What follows belongs to an exercise in optimizing a design on an open flow for small area; a production flow would make more cautious choices.
Function was checked by simulation only, so behaviour that the tests miss may differ from the original.
No activity file was given, so power comes from the tool's default toggle rates.

==> flow/design.v <==
module nor2m(input wire a, input wire b, output wire y);
  assign y = ~(a | b);
endmodule
module sel16(
  input wire en,
  input wire [2:0] a,
  output wire [15:0] y);
  wire [3:0] lo_n = ~({4{en}} & (4'd1 << a[1:0]));
  wire [1:0] hi_n = ~(2'd1 << a[2]);
  genvar k;
  generate
    for (k = 0; k < 16; k = k + 1) begin : g_k
      nor2m u(.a(lo_n[k % 4]), .b(hi_n[(k / 4) % 2]), .y(y[k]));
    end
  endgenerate
endmodule
module rsel16(
  input wire [2:0] a,
  output wire [15:0] y);
  wire [3:0] lo_n = ~(4'd1 << a[1:0]);
  wire [1:0] hi_n = ~(2'd1 << a[2]);
  genvar k;
  generate
    for (k = 0; k < 16; k = k + 1) begin : g_k
      nor2m u(.a(lo_n[k % 4]), .b(hi_n[(k / 4) % 2]), .y(y[k]));
    end
  endgenerate
endmodule
module aoi222(
  input wire a1, input wire a2,
  input wire b1, input wire b2,
  input wire c1, input wire c2,
  output wire y);
  assign y = ~((a1 & a2) | (b1 & b2) | (c1 & c2));
endmodule
module aoi22(
  input wire a1, input wire a2,
  input wire b1, input wire b2,
  output wire y);
  assign y = ~((a1 & a2) | (b1 & b2));
endmodule
module stack_rd(
  input wire [127:0] d,
  input wire [7:0] sel_lo,
  input wire [7:0] sel_hi,
  output wire [15:0] q);
  genvar i;
  generate
    for (i = 0; i < 16; i = i + 1) begin : g_bit
      wire [7:0] sel = i < 8 ? sel_lo : sel_hi;
      wire y0, y1, y2;
      aoi222 u0(.a1(d[i]), .a2(sel[0]), .b1(d[16 + i]), .b2(sel[1]), .c1(d[32 + i]), .c2(sel[2]), .y(y0));
      aoi222 u1(.a1(d[48 + i]), .a2(sel[3]), .b1(d[64 + i]), .b2(sel[4]), .c1(d[80 + i]), .c2(sel[5]), .y(y1));
      aoi22 u2(.a1(d[96 + i]), .a2(sel[6]), .b1(d[112 + i]), .b2(sel[7]), .y(y2));
      assign q[i] = ~(y0 & y1 & y2);
    end
  endgenerate
endmodule
module mux4m(
  input wire [3:0] d,
  input wire s1, input wire s0,
  output wire y);
  assign y = s1 ? (s0 ? d[3] : d[2]) : (s0 ? d[1] : d[0]);
endmodule
module nand4m(input wire a, input wire b, input wire c, input wire d, output wire y);
  assign y = ~(a & b & c & d);
endmodule
module aoi221(
  input wire a1, input wire a2,
  input wire b1, input wire b2,
  input wire c,
  output wire y);
  assign y = ~((a1 & a2) | (b1 & b2) | c);
endmodule
module aoi21(
  input wire a1, input wire a2,
  input wire b,
  output wire y);
  assign y = ~((a1 & a2) | b);
endmodule
module j1(
  input wire clk,
  input wire resetq,
  output wire io_rd,
  output wire io_wr,
  output wire [15:0] mem_addr,
  output wire mem_wr,
  output wire [15:0] dout,
  input  wire [15:0] mem_din,
  input  wire [15:0] io_din,
  output wire [12:0] code_addr,
  input  wire [15:0] insn);
  reg [4:0] dsp, rsp;
  reg [15:0] st0;
  reg [12:0] pc;
  reg reboot;
  wire [15:0] st1, rst0;
  wire is_lit  = insn[15];
  wire is_jmp  = (insn[15:13] == 3'b000);
  wire is_cjmp = (insn[15:13] == 3'b001);
  wire is_call = (insn[15:13] == 3'b010);
  wire is_alu  = (insn[15:13] == 3'b011);
  wire [3:0] op = insn[11:8];
  wire [2:0] fn = insn[6:4];
  genvar i;
  wire [15:0] T = st0;
  wire [15:0] N = st1;
  wire sub = op[0] | op[3];
  wire [15:0] a = N ^ {16{sub}};
  wire [15:0] p = a ^ T;
  wire [15:0] g0 = a & T;
  wire [15:0] g1, g2, g3, g4, p1, p2, p3;
  generate
    for (i = 0; i < 16; i = i + 1) begin : g_pfx
      if (i & 1) begin : l1
        assign g1[i] = g0[i] | (p[i] & g0[i - 1]);
        assign p1[i] = p[i] & p[i - 1];
      end else begin : l1n
        assign g1[i] = g0[i];
        assign p1[i] = p[i];
      end
      if (i & 2) begin : l2
        assign g2[i] = g1[i] | (p1[i] & g1[(i & ~1) - 1]);
        assign p2[i] = p1[i] & p1[(i & ~1) - 1];
      end else begin : l2n
        assign g2[i] = g1[i];
        assign p2[i] = p1[i];
      end
      if (i & 4) begin : l3
        assign g3[i] = g2[i] | (p2[i] & g2[(i & ~3) - 1]);
        assign p3[i] = p2[i] & p2[(i & ~3) - 1];
      end else begin : l3n
        assign g3[i] = g2[i];
        assign p3[i] = p2[i];
      end
      if (i & 8) begin : l4
        assign g4[i] = g3[i] | (p3[i] & g3[7]);
      end else begin : l4n
        assign g4[i] = g3[i];
      end
    end
  endgenerate
  wire [15:0] add = p ^ {g4[14:0], 1'b0};
  wire ltu = g4[15];
  wire lts = (N[15] ^ T[15]) ? N[15] : ltu;
  wire eq = &p;
  wire left = ~op[0];
  wire [15:0] nrev, srev;
  wire [15:0] shin = left ? nrev : N;
  wire [15:0] s1 = T[3] ? {8'b0, shin[15:8]} : shin;
  wire [15:0] s2 = T[2] ? {4'b0, s1[15:4]} : s1;
  wire [15:0] s3 = T[1] ? {2'b0, s2[15:2]} : s2;
  wire [15:0] shr = T[0] ? {1'b0, s3[15:1]} : s3;
  generate
    for (i = 0; i < 16; i = i + 1) begin : g_rev
      assign nrev[i] = N[15 - i];
      assign srev[i] = shr[15 - i];
    end
  endgenerate
  reg [3:0] k;
  always @* begin
    if (is_lit)
      k = 4'b0000;
    else if (is_cjmp)
      k = 4'b1010;
    else if (!is_alu)
      k = 4'b1100;
    else case (op)
      4'd0: k = 4'b1100;
      4'd1: k = 4'b1010;
      4'd3: k = 4'b1000;
      4'd4: k = 4'b1110;
      4'd5: k = 4'b0110;
      4'd6: k = 4'b0011;
      default: k = 4'b0000;
    endcase
  end
  wire sel_flag = is_alu & ((op == 4'd7) ? eq : (op == 4'd8) ? lts : (op == 4'd15) ? ltu : 1'b0);
  wire sel_add = is_alu & (op == 4'd2);
  wire sel_shr = is_alu & (op == 4'd9) & ~T[4];
  wire sel_shl = is_alu & (op == 4'd10) & ~T[4];
  wire sel_r   = is_alu & (op == 4'd11);
  wire sel_mem = is_alu & (op == 4'd12);
  wire sel_io  = is_alu & (op == 4'd13);
  wire sel_dep = is_alu & (op == 4'd14);
  wire [3:0] kn = ~k;
  wire [15:0] st0N;
  generate
    for (i = 0; i < 16; i = i + 1) begin : g_out
      wire lun, y0, y1, y2;
      mux4m u_lu(.d(kn), .s1(T[i]), .s0(N[i]), .y(lun));
      aoi222 u_a(.a1(sel_add), .a2(add[i]), .b1(sel_shr), .b2(shr[i]), .c1(sel_shl), .c2(srev[i]), .y(y0));
      aoi222 u_b(.a1(sel_r), .a2(rst0[i]), .b1(sel_mem), .b2(mem_din[i]), .c1(sel_io), .c2(io_din[i]), .y(y1));
      if (i < 10) begin : g_dl
        aoi221 u_c(.a1(sel_dep), .a2(dep[i]), .b1(is_lit), .b2(insn[i]), .c(sel_flag), .y(y2));
      end else if (i < 15) begin : g_l
        aoi21 u_c(.a1(is_lit), .a2(insn[i]), .b(sel_flag), .y(y2));
      end else begin : g_n
        assign y2 = ~sel_flag;
      end
      nand4m u_o(.a(lun), .b(y0), .c(y1), .d(y2), .y(st0N[i]));
    end
  endgenerate
  wire [9:0] dep = {rsp, dsp};
  wire dstkW = is_lit | (is_alu & (fn == 3'd1));
  reg [4:0] dspI;
  always @* begin
    if (is_lit)       dspI = 5'b00001;
    else if (is_cjmp) dspI = 5'b11111;
    else if (is_alu)  dspI = {{3{insn[1]}}, insn[1:0]};
    else              dspI = 5'b00000;
  end
  wire [4:0] dc = {(dsp[3:0] & dspI[3:0]) | (dc[3:0] & (dsp[3:0] ^ dspI[3:0])), 1'b0};
  wire [4:0] dspN = dsp ^ dspI ^ dc;
  wire rstkW = is_call | (is_alu & (fn == 3'd2));
  wire [4:0] rspI = is_call ? 5'b00001 : is_alu ? {{3{insn[3]}}, insn[3:2]} : 5'b00000;
  wire [4:0] rc = {(rsp[3:0] & rspI[3:0]) | (rc[3:0] & (rsp[3:0] ^ rspI[3:0])), 1'b0};
  wire [4:0] rspN = rsp ^ rspI ^ rc;
  wire [12:0] pcc;
  generate
    assign pcc[0] = 1'b1;
    for (i = 1; i < 13; i = i + 1) begin : g_inc
      assign pcc[i] = &pc[i - 1:0];
    end
  endgenerate
  wire [12:0] pc_plus_1 = pc ^ pcc;
  wire [15:0] rstkD = insn[13] ? st0 : {2'b00, pc_plus_1, 1'b0};
  reg [15:0] dstk [0:7];
  reg [15:0] rstk [0:7];
  wire [15:0] dwe, rwe, dsel, rsel;
  sel16 u_dwe(.en(dstkW), .a(dspN[2:0]), .y(dwe));
  sel16 u_rwe(.en(rstkW), .a(rspN[2:0]), .y(rwe));
  rsel16 u_dsel(.a(dsp[2:0]), .y(dsel));
  rsel16 u_rsel(.a(rsp[2:0]), .y(rsel));
  generate
    for (i = 0; i < 8; i = i + 1) begin : g_st
      always @(posedge clk) begin
        if (dwe[i])
          dstk[i][7:0] <= st0[7:0];
        if (dwe[8 + i])
          dstk[i][15:8] <= st0[15:8];
        if (rwe[i])
          rstk[i][7:0] <= rstkD[7:0];
        if (rwe[8 + i])
          rstk[i][15:8] <= rstkD[15:8];
      end
    end
  endgenerate
  stack_rd dread(.d({dstk[7], dstk[6], dstk[5], dstk[4], dstk[3], dstk[2], dstk[1], dstk[0]}),
                 .sel_lo(dsel[7:0]), .sel_hi(dsel[15:8]), .q(st1));
  stack_rd rread(.d({rstk[7], rstk[6], rstk[5], rstk[4], rstk[3], rstk[2], rstk[1], rstk[0]}),
                 .sel_lo(rsel[7:0]), .sel_hi(rsel[15:8]), .q(rst0));
  wire take = is_jmp | is_call | (is_cjmp & ~|st0);
  wire ret = is_alu & insn[7];
  wire sel_jmp = ~reboot & take;
  wire sel_ret = ~reboot & ret;
  wire sel_inc = ~reboot & ~take & ~ret;
  wire [12:0] pcN;
  generate
    for (i = 0; i < 13; i = i + 1) begin : g_pc
      wire pcn_n;
      aoi222 u_pc(.a1(sel_jmp), .a2(insn[i]), .b1(sel_ret), .b2(rst0[i + 1]), .c1(sel_inc), .c2(pc_plus_1[i]), .y(pcn_n));
      assign pcN[i] = ~pcn_n;
    end
  endgenerate
  assign code_addr = pcN;
  assign mem_addr = st0;
  assign dout = st1;
  assign mem_wr = !reboot & is_alu & (fn == 3'd3);
  assign io_wr  = !reboot & is_alu & (fn == 3'd4);
  assign io_rd  = !reboot & is_alu & (fn == 3'd5);
  always @(negedge resetq or posedge clk)
  begin
    if (!resetq) begin
      reboot <= 1'b1;
      { pc, dsp, st0, rsp } <= 0;
    end else begin
      reboot <= 0;
      { pc, dsp, st0, rsp } <= { pcN, dspN, st0N, rspN };
    end
  end
endmodule
==> flow/flow/run.sh <==
#!/bin/bash
# The standard layout (standard.sh) with these changes:
# - synthesis is the standard one except that ABC maps the logic with the
#   area-oriented script flow/area.abc (registers are untouched by ABC);
# - the smallest buffer on each port;
# - timing-driven placement that does not keep its trial buffering;
# - a clock tree of clkbuf_8 buffers, at most 14 sinks per leaf buffer,
#   without dummy loads.
set -euo pipefail
W=$PWD
sed 's|^source \$::env(SCRIPTS_DIR)/synth_preamble.tcl$|&\nset abc_args [list -script '"$W"'/flow/area.abc {*}[lrange $abc_args 2 end]]|' \
  "$FLOW_HOME/scripts/synth.tcl" > my_synth_body.tcl
grep -q "flow/area.abc" my_synth_body.tcl
sed 's|^source \$::env(SCRIPTS_DIR)/synth.tcl$|source '"$W"'/my_synth_body.tcl|' synth_recipe.tcl > my_synth.tcl
grep -q "my_synth_body.tcl" my_synth.tcl
sed 's|SYNTH_SCRIPT=[^ ]*|SYNTH_SCRIPT='"$W"'/my_synth.tcl|' standard.sh > my_standard.sh
grep -q "SYNTH_SCRIPT=$W/my_synth.tcl" my_standard.sh
export BUFFER_PORTS_ARGS="-buffer_cell sky130_fd_sc_hd__buf_1"
export GPL_KEEP_OVERFLOW=0
export CTS_ARGS="-sink_clustering_enable -repair_clock_nets -buf_list sky130_fd_sc_hd__clkbuf_8 -sink_clustering_size 17 -sink_clustering_max_diameter 90 -dont_use_dummy_load"
bash my_standard.sh > standard.log 2>&1
==> flow/flow/area.abc <==
strash
&get -n
&st
&syn2
&dch
&nf
&st
&syn2
&dch
&nf
&put
topo
dnsize -c
==> flow/standard.sh <==
#!/bin/bash
# synth_recipe.tcl (not shown) runs the flow's synth.tcl, then flattens the netlist and writes it again
# the make line also repeats each setting of config.mk as NAME=value (left out here)
make -C /OpenROAD-flow-scripts/flow DESIGN_CONFIG=/design/flow/config.mk WORK_HOME=/design/flow/orfs CLKGATE_MAP_FILE= SYNTH_SCRIPT=/design/flow/synth_recipe.tcl "${@:-finish}"
==> flow/config.mk <==
export PLATFORM = sky130hd
export DESIGN_NAME = j1
export DESIGN_NICKNAME = j1
export VERILOG_FILES = /design/flow/design.v
export SDC_FILE = /design/flow/constraint.sdc
export NUM_CORES = 4
export LEC_CHECK = 0
export CAP_MARGIN = 20
export CORE_MARGIN = 2
export CORE_UTILIZATION = 40
export SLEW_MARGIN = 20
export SYNTH_HIERARCHICAL = 1
==> flow/constraint.sdc <==
create_clock -name core_clock -period 4.5 [get_ports {clk}]
set_input_delay 0.9000 -clock core_clock [delete_from_list [all_inputs] [get_ports {clk}]]
set_output_delay 0.9000 -clock core_clock [all_outputs]
set_load 0.01 [all_outputs]
==> results of run 1 <==
==> Yosys stat by module (local to each module, per instance), a selection <==
module / flip-flops and latches / cell area (um^2) / cells
aoi21: 0 / 5.00 / 1
stack_rd: 0 / 80.1 / 16
aoi221: 0 / 8.76 / 1
sel16: 0 / 32.5 / 5
aoi22: 0 / 7.51 / 1
mux4m: 0 / 22.5 / 1
rsel16: 0 / 26.3 / 5
==> area by class of cell <==
cell class | count | area share (%)
Inverter | 46 | 1.17
Tap cell | 448 | 3.73
Clock buffer | 21 | 1.92
Timing Repair Buffer | 114 | 3.40
Sequential cell | 296 | 57.9
Multi-Input combinational cell | 586 | 31.9
==> worst max-delay path: stages (launching register included) <==
cell and delay [ps]:
dfrtp_2 460, or2_4 190, nor2_2 90, a222oi_1 480
nand3_2 260, xnor2_2 220, ha_1 330, a21o_1 190
a21oi_2 140, o21a_1 210, o21ai_2 120, a221oi_2 290
nor2_1 100, o311a_1 380, o31a_2 460, a221oi_1 230
nand4_1 120
==> metrics by stage <==
| stage | util (%) | area [um^2] | hold slack (ps) |
|---|---|---|---|
| 6_report | 45.2 | 15000 | 221 |
| 5_1_grt | 45.2 | 15000 | 222 |
| 4_1_cts | 44.6 | 14900 | 215 |
| 3_5_place_dp | 43.4 | 14400 | 567 |
| 3_3_place_gp | 43.1 | 14400 | 554 |
| 2_1_floorplan | - | 13400 | 528 |
==> synth_stat cells, types with 15 or more instances <==
cell type / instances
edfxtp_1: 256
a222oi_1: 109
nor2_1: 93
clkinv_1: 46
dfrtp_1: 39
nand3_1: 39
a21oi_1: 32
a22oi_1: 32
xnor2_1: 27
nand2_1: 26
ha_1: 22
nand4_1: 21
mux2i_1: 16
mux4_2: 16
o21ai_0: 16
mux2_1: 15
==> kinds of logic (layout without fill, tap and decap cells) <==
logic type,Yosys count,count (layout)
compound gates,235,236
xor+xnor,36,36
fa+ha+maj,32,32
buf+inv,46,181
flops,296,296
mux,47,47
other cells,1,1
simple gates,234,234
==> where the power goes <==
group          internal, mW  switching (mW)
Clock                 0.421           0.799
Sequential             3.78           0.630
Combinational          1.99            3.50
Total                  6.18            4.93
==> metal layers <==
layer,share of wire (%),vias up,global-route usage (%)
met4,3.5,0,6.81
met3,7.1,81,3.25
li1,-,4168,-
met5,0,-,0
met2,49,423,36.3
met1,40,4792,29.3
==> registers in the layout, indices dropped and copies added (netlist names) <==
register	count
dsp	5
dstk	128
pc	13
reboot	1
rsp	5
rstk	128
st0	16
==> placed cells by master (no fill, tap or decap), types with 21 or more instances in the layout <==
master    instances
edfxtp_1        256
a22oi_1          32
xnor2_1          24
nand3_1          35
ha_1             21
nand2_1          25
nand4_1          21
a21oi_1          30
nor2_1           71
a222oi_1        109
buf_1            93
dfrtp_1          32
clkinv_1         44
clkbuf_8         21
==> what timing repair did <==
action	in CTS	in global routing
setup endpoints to repair	29	83
gates resized for setup	30	32
gates cloned	0	1
buffers inserted	3	9
pin swaps	6	12
==> worst max path at each step <==
stage / slack [ps] / end / start / cells after the start
2_1_floorplan: 30 / st0[0]$_DFF_PN0_ / dsp[1]$_DFF_PN0_ / 19
3_3_place_gp: -2430 / code_addr[8] / insn[15] / 7
5_1_grt: -30 / st0[13]$_DFF_PN0_ / dsp[1]$_DFF_PN0_ / 17
6_report: 110 / st0[6]$_DFF_PN0_ / dsp[1]$_DFF_PN0_ / 16
4_1_cts: -40 / st0[0]$_DFF_PN0_ / dsp[2]$_DFF_PN0_ / 14
3_5_place_dp: -940 / st0[0]$_DFF_PN0_ / insn[8] / 17
==> impl_metrics.yaml, run 1 <==
status:
  status: "timing/DRC/antenna clean"
drt:
  drt_wl_total_um: 39100
  vias_per_cell: 6.26
  wl_per_cell_um: 25.9
  vias: 9464
  drc: 0
  ant_nets: 0
  drtIter0Drc: 1150
  drt-pass1-iter-count: 8
cts:
  root_buffer: "clkbuf_8"
  cts_buffers: 21
  clock_sinks: 296
  cts_tree: "built"
  clkLatencyLatePin_ps: 570
  cts_buffer_depth: 3
  htree_levels: 1
  cts_hold_buf: 0
  clk_pin_slew_worst_paths_ps: 120
logic_synthesis:
  synth.distinct_cells: 49
  ys_ff_latch: 296
  synthAdderAreaFrac_pct: 3.54
  synth_top_area_share_pct: 57.3
  synth_cells: 927
  yosysTopAreaCell: "edfxtp_1"
  synthXorXnorAreaFrac_pct: 2.35
  async_reset_ff_share_pct: 13.5
  seq_area_frac_synth_pct: 64.8
  muxShareOfSynthArea_pct: 5.14
  synth-edff-count: 256
  syn_avg_cell_area_um2: 14.5
  yosys.area_share.simple_pct: 8.42
  synth-main-ff-cell: "edfxtp_1"
  synthesis.area_mm2: 0.0134
  synth_compound_area_share_pct: 14.5
  ys_warn_count: 9
  synth_top_family_by_area: "compound AO/OA/AOI/OAI gates"
  synthTopCellsByArea: "edfxtp_1 (57%), a222oi_1 (8.1%), dfrtp_1 (7.3%)"
  synth.net_count: 1009
floorplanning:
  rows: 67
  dieArea_mm2: 0.0350
  initial_utilization_pct: 40.3
  die_height_um: 187
  die_w_um: 187
  io_pins: 98
  core_mm2: 0.0333
place:
  post-dp-hpwl_um: 28200
  dp.cells: 1477
  detailedPlace.worstSlack_ps: -941
  gp_congestion: 0.937
  io_buffers: 97
job:
  max-cap-violations: 0
timing:
  tightest_slew_ps: 1050
  finalMaxSlewViolations: 0
  setup_slack_ps: 113
  fmax_ghz: 0.228
  skew_ps: 56.3
  setup_viol: 0
  finalCriticalPeriod_ps: 4390
  relSlewSlack_pct: 29.7
  hold_viol_final: 0
  period_share_pct: 97.5
  tns_ps: 0
worst_setup_path:
  reg2reg_from: "dsp[1]$_DFF_PN0_"
  arrival_ps: 4810
  critPathKind: "flop to flop"
  endpoint_kind: "flop"
  r2r_end: "st0[6]$_DFF_PN0_"
  cp_max_fo: 8
  r2r_cells: 16
  rrSetupSlack_ps: 110
  start_kind: "flop"
  cp.required_ps: 4920
finish:
  diodes: 0
  syn2layout_area_growth_pct: 12.0
  nFillCells: 3027
  final_cells: 1511
  drive_gt1_share_pct: 11.1
  fin_nets: 1147
  multi_input_area_mm2: 0.00480
  regArea_mm2: 0.00870
global_routing:
  antenna_found_initial: 0
  gr-total-overflow: 0
  grt_first_pass_wirelength_um: 57700
  gr-usage-all-layers_pct: 21.7
  grt_pass1_vias: 9196
  grt_max_degree: 37
power:
  total_power_mw: 11.1
  vdd_drop_max_v: 0.000316
  cellLeakagePower_nw: 4.92
  power_density_mw_per_mm2: 739
hold_path:
  min_path_type: "input port to async pin"
==> run 2: changes to the inputs <==
--- a/flow/flow/run.sh
+++ b/flow/flow/run.sh
@@ -6,4 +6,3 @@
 # - timing-driven placement that does not keep its trial buffering;
-# - a clock tree of clkbuf_8 buffers, at most 14 sinks per leaf buffer,
-#   without dummy loads.
+# - a clock tree of clkbuf_16 leaf buffers without dummy loads.
 set -euo pipefail
@@ -19,3 +18,3 @@
 export GPL_KEEP_OVERFLOW=0
-export CTS_ARGS="-sink_clustering_enable -repair_clock_nets -buf_list sky130_fd_sc_hd__clkbuf_8 -sink_clustering_size 17 -sink_clustering_max_diameter 90 -dont_use_dummy_load"
+export CTS_ARGS="-sink_clustering_enable -repair_clock_nets -buf_list sky130_fd_sc_hd__clkbuf_16 -sink_clustering_size 26 -sink_clustering_max_diameter 110 -dont_use_dummy_load"
 bash my_standard.sh > standard.log 2>&1
==> impl_metrics.yaml, run 2 <==
global_routing:
  antenna_found_initial: 0
  grt_first_pass_wirelength_um: 57600
  gr-usage-all-layers_pct: 21.6
  grt_pass1_vias: 9157
  grt_max_degree: 37
  gr-total-overflow: 0
cts:
  root_buffer: "clkbuf_16"
  clkLatencyLatePin_ps: 510
  clock_sinks: 296
  htree_levels: 1
  cts_hold_buf: 0
  cts_tree: "built"
  clk_pin_slew_worst_paths_ps: 100
  cts_buffers: 15
  cts_buffer_depth: 3
logic_synthesis:
  synth-main-ff-cell: "edfxtp_1"
  synthTopCellsByArea: "edfxtp_1 (57%), a222oi_1 (8.1%), dfrtp_1 (7.3%)"
  synth.net_count: 1009
  synth_top_area_share_pct: 57.3
  seq_area_frac_synth_pct: 64.8
  synth.distinct_cells: 49
  yosysTopAreaCell: "edfxtp_1"
  syn_avg_cell_area_um2: 14.5
  ys_top_cells_by_count: "edfxtp_1 (256), a222oi_1 (109), nor2_1 (93)"
  synth_most_common_cell: "edfxtp_1"
  synth-edff-count: 256
  ys_ff_latch: 296
  async_reset_ff_share_pct: 13.5
  ys_warn_count: 9
  synth_cells: 927
  synthesis.area_mm2: 0.0134
timing:
  setup_slack_ps: 124
  fmax_ghz: 0.229
  finalCriticalPeriod_ps: 4380
  period_share_pct: 97.2
  tightest_slew_ps: 1040
  relSlewSlack_pct: 30.1
  skew_ps: 35.2
  finalMaxSlewViolations: 0
  hold_viol_final: 0
  rsz0062_at_grt: "yes"
  setup_viol: 0
floorplanning:
  io_pins: 98
  die_height_um: 187
  initial_utilization_pct: 40.3
  rows: 67
  dieArea_mm2: 0.0350
  core_mm2: 0.0333
  die_w_um: 187
power:
  power_density_mw_per_mm2: 748
  total_power_mw: 11.4
  cellLeakagePower_nw: 4.98
  vdd_drop_max_v: 0.000313
worst_setup_path:
  reg2reg_from: "dsp[0]$_DFF_PN0_"
  r2r_cells: 17
  endpoint_kind: "flop"
  start_kind: "input port"
  critPathBufInv: 6
  arrival_ps: 4500
  cp_max_fo: 10
  crit_chain: "buf_1 -> clkinv_1 -> o21ai_0 -> clkinv_1 -> fa_1 -> clkinv_1 -> fa_1 -> clkinv_1 -> clkinv_1 -> nor2_1"
  cpPeakStageDelay_ps: 830
  rrSetupSlack_ps: 200
  crit_slowest_cell: "nor2_1"
  r2r_end: "st0[13]$_DFF_PN0_"
  critPathKind: "input port to flop"
  cp.required_ps: 4630
  cp_top_family: "buffers and inverters"
  crit_top_cell: "clkinv_1"
drt:
  drt-pass1-iter-count: 9
  wl_per_cell_um: 25.9
  vias: 9386
  drtIter0Drc: 1127
  drt_wl_total_um: 39100
  drc: 0
  vias_per_cell: 6.22
  ant_nets: 0
hold_path:
  min_path_type: "input port to async pin"
place:
  gp_congestion: 0.937
  io_buffers: 97
  detailedPlace.worstSlack_ps: -941
  post-dp-hpwl_um: 28200
finish:
  layout_common_cells: "edfxtp_1 (256), a222oi_1 (109), buf_1 (93)"
  drive_gt1_share_pct: 10.8
  diodes: 0
  syn2layout_area_growth_pct: 13.1
  final_common_cell: "edfxtp_1"
  fin_nets: 1146
  nFillCells: 3009
job:
  max-cap-violations: 0
status:
  status: "timing/DRC/antenna clean"
## run 2: cell counts after synthesis
Identical to the previous run, type by type.
## run 2: kinds of logic (layout without fill, tap and decap cells)
group / after synthesis / after routing / synth area share (%)
xor gates and xnor gates: 36 / 36 / 2.35
muxes: 47 / 47 / 5.14
buffers and inverters: 46 / 180 / 1.29
AOI/OAI and AO/OA: 235 / 236 / 14.5
DFF: 296 / 296 / 64.8
other: 1 / 1 / 0.0279
and+or+nand+nor: 234 / 234 / 8.42
adders and majority gates: 32 / 32 / 3.54
## run 2: cell type report
type / count / area (um^2) / area share, %
sequential: 296 / 8700 / 57.3
multi-input combinational: 586 / 4820 / 31.8
tap: 448 / 561 / 3.69
timing repair buffer: 119 / 552 / 3.64
clock buffer: 15 / 375 / 2.47
inverter: 46 / 175 / 1.15
## run 2: metrics by stage
stage                     instances  utilization [%]  area [um^2]  TNS [ps]  hold slack (ps)
after global routing           1510             45.6        15200     -1380              291
after detailed placement       1477             43.4        14400    -83580              567
after global placement         1472             43.1        14400   -192310              554
after CTS                      1495             44.9        15000     -1.53              294
final                          1510             45.6        15200         0              296
after floorplan                 927                -        13400         0              528
## run 2: timing repair
action	4_1_cts	5_1_grt
gates cloned	0	1
setup endpoints to repair	29	129
pin swaps	5	11
resized for setup	35	27
buffers inserted	3	14
## run 2: metal layers
layer  wire (um)  global-route usage (%)  vias up
li1            -                       -     4171
met1       16000                    29.1     4762
met2       19300                    36.5      381
met3        2640                    3.41       72
met4        1210                    5.92        0
met5           0                       0        -
## run 2: power breakdown
group / internal [mW] / switching [mW] / leakage [nW]
registers: 3.78 / 0.635 / 2.83
clock network: 0.602 / 0.816 / 0.185
logic: 2.01 / 3.51 / 1.97
total: 6.39 / 4.96 / 4.98
## run 2: worst max path at each step
stage | startpoint | to | slack, ps | depth (start not counted)
detailed placement | insn[8] | st0[0]$_DFF_PN0_ | -940 | 17
global route | insn[14] | dstk[6][12]$_DFFE_PP_ | -100 | 10
CTS | dsp[0]$_DFF_PN0_ | st0[5]$_DFF_PN0_ | -2 | 19
finish | insn[14] | dstk[5][15]$_DFFE_PP_ | 120 | 10
floorplan | dsp[1]$_DFF_PN0_ | st0[0]$_DFF_PN0_ | 30 | 19
global placement | insn[15] | code_addr[8] | -2430 | 7
## run 2: Yosys stat by module (local to each module, per instance), excerpt
module,flip-flops and latches,copies in the design,cells inside
aoi21,0,5,1
aoi221,0,10,1
aoi222,0,109,1
j1,296,1,623
mux4m,0,16,1
nor2m,0,64,1
rsel16,0,2,5
sel16,0,2,5
stack_rd,0,2,16

## static timing again, ports no longer ideal
In the flow no input, the clock included, has a driving cell. The finished layouts below were timed again as built, in two steps. Step 1 (the two cells are an assumption about what drives the block):
set clk [get_ports {clk}]
set_driving_cell -lib_cell sky130_fd_sc_hd__clkbuf_16 $clk
set_driving_cell -lib_cell sky130_fd_sc_hd__buf_2 [delete_from_list [all_inputs] $clk]
Step 2, shift: input delay + t, output delay - t, t = (earliest + latest rising clock arrival at the registers) / 2. This alone moves slack from input paths to output paths. Three values: ideal ports, drivers, drivers and shift; two values: the first two.
run	t (ns)	setup WS [ns]	latest minus earliest clock arrival (ns)
run 1	0.591	0.113 / 0.106 / -0.370	0.057 / 0.057
run 2	0.537	0.124 / 0.079 / -0.387	0.040 / 0.040
Met with ideal ports but missed after step 2: setup timing in run 1 and run 2. For run 2, which loses most, drivers alone change the setup slack by -0.045 ns; drivers and shift together by -0.511 ns.
